This design comes from an exercise in tuning for small area, a short achievable clock period and few clock cycles on the open sky130 flow, not from production work. In this exercise RTL edits were held to simulation tests only and were not proved equivalent to the original. Power is estimated from default activity; no workload was simulated.

Design dot_prod, start of the top module:
module dot_prod (
  input wire clk, r_enable,
  input wire[9:0] init_i_t_a,
  input wire signed[63:0] init_acc_t_a,
  output wire[9:0] a_addr,
  input wire signed[26:0] a_rdata,
  output wire[9:0] b_addr,
  input wire signed[26:0] b_rdata,
  output reg w_enable,
  output reg signed[63:0] result
);
  reg [9:0] k;
  assign a_addr = k;
  assign b_addr = k;
  wire stop = (k == 10'd1000);
  reg v1, v2, v3;   
  reg q1, q2;       
  always @(posedge clk) begin
    if (r_enable) begin
      k <= init_i_t_a;
      v1 <= 1'b0;
      v2 <= 1'b0;
      v3 <= 1'b0;
      q1 <= 1'b0;
      q2 <= 1'b0;
      w_enable <= 1'b0;
    end else begin
      k <= k + {9'd0, ~stop};
      v1 <= !stop;
      v2 <= v1;
      v3 <= v2;
      q1 <= stop;
      q2 <= q1;
      w_enable <= q2;
    end
  end
  reg [26:0] ra;
  reg [13:0] bone, btwo, bneg;
  wire [27:0] bx = {b_rdata[26], b_rdata};
  wire [13:0] e_one, e_two, e_neg;
  genvar gi;
  generate
    for (gi = 0; gi < 14; gi = gi + 1) begin : enc
  ...
For scale: roughly 2300 cells after synthesis, ~220 I/O pins, about 0.025 mm^2 of cells after synthesis.
Settings: LEC_CHECK=0, CAP_MARGIN=20, CORE_MARGIN=2, CORE_UTILIZATION=60, CTS_CLUSTER_DIAMETER=200, CTS_CLUSTER_SIZE=24, PLACE_DENSITY=0.72, SLEW_MARGIN=60, SYNTH_HIERARCHICAL=1, SYNTH_MINIMUM_KEEP_SIZE=0; clock period 14.0 ns.
standard.sh (not shown) runs the stock make flow with config.mk's settings and CLKGATE_MAP_FILE= SYNTH_SCRIPT=/design/flow/synth_recipe.tcl, a recipe that flattens the netlist after the stock synthesis.
==> flow/flow/run.sh <==
#!/bin/bash
# Standard ORFS layout, except that the port buffers inserted by buffer_ports are
# sky130_fd_sc_hd__buf_1 instead of the resizer's default pick (a clock delay buffer).
set -euo pipefail
export BUFFER_PORTS_ARGS="-buffer_cell sky130_fd_sc_hd__buf_1"
bash standard.sh > run_standard.log 2>&1
Testbench counts at the start, summed over its fixed seeds: cycles 64,256.
==> next run, changes <==
Settings changed: PLACE_DENSITY 0.72 to not set, SLEW_MARGIN 60 to 70.
Maximum frequency is about the same.
Clock-buffer cell count drops by 1.
Clock skew climbs by 0.023 ns.
Design area climbs by 0.54%.
Routed wire length climbs by about 3.3%.
Via count drops by about 1.9%.
Synthesized cell count stays the same.
==> next run, changes <==
Settings changed: GPL_TIMING_DRIVEN set to 0, SLEW_MARGIN 70 to 60.
Effect: Total power increases by a few percent; cell area increases slightly; worst setup slack is worse by 0.50 ns; cell count increases by a few percent; hold slack is better by 0.0094 ns; count of clock-buffer cells in the layout does not change; core utilization increases by 1.1 points; register-to-register slack is worse by 0.53 ns; clock power decreases by a few percent; routed wire length increases by about a fifth; die area is unchanged.

* * *

Setup of v6:
dot_prod again, from the RTL that the note above started with.
Settings: LEC_CHECK=0, CAP_MARGIN=20, CORE_MARGIN=2, CORE_UTILIZATION=60, CTS_CLUSTER_DIAMETER=200, CTS_CLUSTER_SIZE=24, SLEW_MARGIN=60, SYNTH_HIERARCHICAL=1, SYNTH_MINIMUM_KEEP_SIZE=0; clock period 14.0 ns.
==> flow/flow/run.sh <==
#!/bin/bash
# Standard ORFS layout, except that the port buffers inserted by buffer_ports are
# sky130_fd_sc_hd__buf_2 instead of the resizer's default pick (a clock delay buffer).
set -euo pipefail
export BUFFER_PORTS_ARGS="-buffer_cell sky130_fd_sc_hd__buf_2"
bash standard.sh > run_standard.log 2>&1
v6: no failed stages, no open violations at the end
Testbench counts of v6, summed over its fixed seeds: cycles 64,256.
What v7 does differently from v6 at the input level:
- swapping 24 for 20 in CTS_CLUSTER_SIZE
- swapping 60 for 70 in CORE_UTILIZATION
==> flow/flow/run.sh <==
#!/bin/bash
# Standard ORFS layout, except that the port buffers inserted by buffer_ports are
# sky130_fd_sc_hd__buf_1 instead of the resizer's default pick (a clock delay buffer).
set -euo pipefail
export BUFFER_PORTS_ARGS="-buffer_cell sky130_fd_sc_hd__buf_1"
bash standard.sh > run_standard.log 2>&1
Results
v7 ended with more met1 layer usage reported by global route than v6.
Diff v6 -> v7 | global-route wire length before repair | decrease of about 3%
v6 was routed with fewer vias than v7.
The met3 wire length reported for v7 is greater than that of v6 by 23%.
v7 vs v6 — share of the core filled with cells in the final layout rose 9.2 points.
When the final numbers for v7 and v6 were put side by side, the clock network fraction of total power turned out to be smaller in v6.
Wire: v7 routes less than v6

* * *

the reference run:
Starting RTL as in the previous note.
==> flow/design.v (excerpt) <==
module dot_prod (
  input wire clk, r_enable,
  input wire[9:0] init_i_t_a,
  input wire signed[63:0] init_acc_t_a,
  output wire[9:0] a_addr,
  input wire signed[26:0] a_rdata,
  output wire[9:0] b_addr,
  input wire signed[26:0] b_rdata,
  output reg w_enable,
  output reg signed[63:0] result
);
export LEC_CHECK = 0
export CAP_MARGIN = 20
export CORE_MARGIN = 2
export CORE_UTILIZATION = 60
export CTS_CLUSTER_DIAMETER = 200
export CTS_CLUSTER_SIZE = 24
export SLEW_MARGIN = 60
export SYNTH_HIERARCHICAL = 1
export SYNTH_MINIMUM_KEEP_SIZE = 0
create_clock -name core_clock -period 14.0 [get_ports {clk}]
==> flow/flow/run.sh <==
#!/bin/bash
# Standard ORFS layout, except that the port buffers inserted by buffer_ports are
# sky130_fd_sc_hd__buf_1 instead of the resizer's default pick (a clock delay buffer).
set -euo pipefail
export BUFFER_PORTS_ARGS="-buffer_cell sky130_fd_sc_hd__buf_1"
bash standard.sh > run_standard.log 2>&1
In summary, the reference run completed successfully, with a layout that passed the timing, DRC and antenna checks.
Testbench counts of the reference run, summed over its fixed seeds: cycles 64,256.
diff inputs: the reference run => the trial run
- SLEW_MARGIN changed from 60 to 50
## What came out
The trial run -> the reference run: multi-input logic area delta 0, exact match
Portion of the clock cycle consumed by the worst path in the final layout in the trial run vs the reference run: up 0.64 points
Comparing the reference run and the trial run, count of buffering cells on the critical path with inverters included is higher on the trial run.
Compared the trial run against the reference run; average wire length per cell after detail routing within noise.
The detailed-router iteration count before antenna repair of the trial run falls short of that of the reference run by 1.
Any difference in total overflow reported by the global router between the reference run and the trial run is small enough to ignore.
The trial run -> the reference run: final net count flat
Between the trial run and the reference run, the number of standard cells in the layout, taps in and fillers out figures differ only marginally.

## separate check: timing with driven ports
Ports are ideal in the flow. The routed layouts listed here were re-timed in OpenROAD.
Step 1, drivers: a clkbuf_16 drives clk and a buf_2 each remaining input, both assumed.
Step 2 also shifts input and output timing later by t, the mid clock arrival at the registers, as if the neighbouring blocks saw the same clock.
a / b / c = ideal ports / drivers / drivers and shift; a / b = the first two.
run | shift t [ns] | setup WS [ns] | slew at the worst register clock pin (ns) | pins driven straight from the clock port
the first run of note 1 | 0.568 | 9.991 / 9.935 / 9.709 | 0.11 / 0.11 | 1
the second run of note 1 | 0.576 | 9.989 / 9.930 / 9.670 | 0.12 / 0.12 | 1
the third run of note 1 | 0.573 | 9.491 / 9.491 / 9.295 | 0.11 / 0.11 | 1
v6 | 0.570 | 9.980 / 9.920 / 9.557 | 0.10 / 0.10 | 1
v7 | 0.567 | 9.915 / 9.942 / 9.376 | 0.09 / 0.09 | 1
the reference run | 0.574 | 9.977 / 9.919 / 9.554 | 0.12 / 0.12 | 1
the trial run | 0.571 | 9.887 / 9.916 / 9.345 | 0.12 / 0.12 | 1
After both steps setup and hold are still met in every run listed. For the trial run, which loses most, drivers alone change the setup slack by +0.029 ns; drivers and shift together by -0.542 ns.
